From an optimization exercise on the open Yosys and OpenROAD flow, aimed at small area and a short achievable clock period; shortcuts taken in it are not production practice. RTL that was checked went through simulation tests only; none was proved equivalent to the original.

lane 2:
Design mas_mul_vedic_32x32, start of the top module:
module mas_mul_vedic_32x32 (
  input               clk,
  input               rstn,
  input        [31:0] in1,
  input        [31:0] in2,
  output logic [63:0] res
);
clock: 25.0 ns
lec_check: 0
abc_area: 1
cap_margin: 60
core_margin: 2
core_utilization: 55
slew_margin: 60
synth_hierarchical: 1
standard.sh (not shown) runs the stock make flow with config.mk's settings and CLKGATE_MAP_FILE= SYNTH_SCRIPT=/design/flow/synth_recipe.tcl, a recipe that flattens the netlist after the stock synthesis.
==> flow/flow/run.sh <==
#!/bin/bash
# The standard layout, with plain buffers (not delay cells) on the ports.
export BUFFER_PORTS_ARGS="-buffer_cell sky130_fd_sc_hd__buf_2"
bash standard.sh > standard.log 2>&1
Lane 2 | status: complete | timing, DRC, antenna: pass
Setup changes, lane 2 to lane 4
--- a/flow/design.v
+++ b/flow/design.v
@@ -2373,20 +2373,24 @@
 wire sp1423 = sp1359 & sp1335;
 wire sg1424 = sg1360 | (sp1361 & sg1334);
 wire sp1425 = sp1361 & sp1335;
 wire sg1426 = sg1362 | (sp1363 & sg1334);
 wire sp1427 = sp1363 & sp1335;
 wire sg1428 = sg1364 | (sp1365 & sg1334);
 wire sp1429 = sp1365 & sp1335;
 wire sg1430 = sg1366 | (sp1367 & sg1334);
 wire sp1431 = sp1367 & sp1335;
-wire [63:0] cc = {sg1428, sg1426, sg1424, sg1422, sg1420, sg1418, sg1416, sg1414, sg1412, sg1410, sg1408, sg1406, sg1404, sg1402, sg1400, sg1398, sg1396, sg1394, sg1392, sg1390, sg1388, sg1386, sg1384, sg1382, sg1380, sg1378, sg1376, sg1374, sg1372, sg1370, sg1368, sg1334, sg1332, sg1330, sg1328, sg1326, sg1324, sg1322, sg1320, sg1318, sg1316, sg1314, sg1312, sg1310, sg1308, sg1306, sg1304, sg1254, sg1252, sg1250, sg1248, sg1246, sg1244, sg1242, sg1240, sg1182, sg1180, sg1178, sg1176, sg1114, sg1112, sg1048, g0[0], 1'b0};
-assign p = p0 ^ cc;
+wire sel33_0 = p0[33] ^ g0[32];
+wire sel33_1 = p0[33] ^ (g0[32] | p0[32]);
+wire sel33 = sg1334 ? sel33_1 : sel33_0;
+wire [63:0] cc = {sg1428, sg1426, sg1424, sg1422, sg1420, sg1418, sg1416, sg1414, sg1412, sg1410, sg1408, sg1406, sg1404, sg1402, sg1400, sg1398, sg1396, sg1394, sg1392, sg1390, sg1388, sg1386, sg1384, sg1382, sg1380, sg1378, sg1376, sg1374, sg1372, sg1370, 1'b0, sg1334, sg1332, sg1330, sg1328, sg1326, sg1324, sg1322, sg1320, sg1318, sg1316, sg1314, sg1312, sg1310, sg1308, sg1306, sg1304, sg1254, sg1252, sg1250, sg1248, sg1246, sg1244, sg1242, sg1240, sg1182, sg1180, sg1178, sg1176, sg1114, sg1112, sg1048, g0[0], 1'b0};
+wire [63:0] q = p0 ^ cc;
+assign p = {q[63:34], sel33, q[32:0]};
 endmodule
 module mas_mul_fa (input a, input b, input c, output s, output co);
 assign s  = a ^ b ^ c;
 assign co = (a & b) | (a & c) | (b & c);
 endmodule
 module mas_mul_ha (input a, input b, output s, output co);
 assign s  = a ^ b;
 assign co = a & b;
 endmodule
## What came out
Lane 4 did not stop at any stage, and its layout met the timing, design-rule and antenna checks. Looking at sum of routed wire length over all layers across both flows, lane 4 is the weaker of the two, with lane 2 ahead. For lane 2, the first element of the critical path was na[20]$_DFF_P_, unlike lane 4, where it was btwo[9]$_DFF_P_. Delta (lane 4 minus lane 2): fraction of layout instances using a drive strength above 1 decreased by 0.53 points relative to the old numbers, utilization after layout essentially unchanged, setup slack after layout saw a decrease, post-place instance area ~0 delta, post-CTS repair timing setup buffer count essentially unchanged. Wire length of the first global-routing pass (lane 4 vs. lane 2) increases by a few percent. Measured against each other, lane 2 and lane 4 differ in number of stages on the worst setup path, the higher figure coming from lane 4. Changes observed in lane 4 relative to lane 2: mean cell area of the mapped netlist fell by 0.046 um^2; post-synthesis compound-gate area fraction stayed essentially flat. Going from lane 2 to lane 4, slew at the pin closest to its max-slew limit down 8.1 ps; floorplan die width flat.
For lane 4, only the layout was checked, not whether the RTL still works.

==> afterwards: timing with drivers on the ports <==
No port has a modelled driver above. Below, the same layouts with a new extraction and two added sets of constraints. Step 1: set_driving_cell puts a clkbuf_16 on clk and a buf_2 on each other input, an assumption about the parent block. Step 2, shift: input delay + t, output delay - t, t = (earliest + latest rising clock arrival at the registers) / 2. This alone moves slack from input paths to output paths. a / b / c = no drivers / after step 1 / after step 2; a / b = the first two.
| run | t, ns | setup slack, ns | worst setup path after step 2 |
|---|---|---|---|
| lane 2 | 0.562 | 18.944 / 18.909 / 18.944 | register to register |
| lane 4 | 0.554 | 18.903 / 18.903 / 18.903 | register to register |
After both steps setup and hold are still met in every run listed.
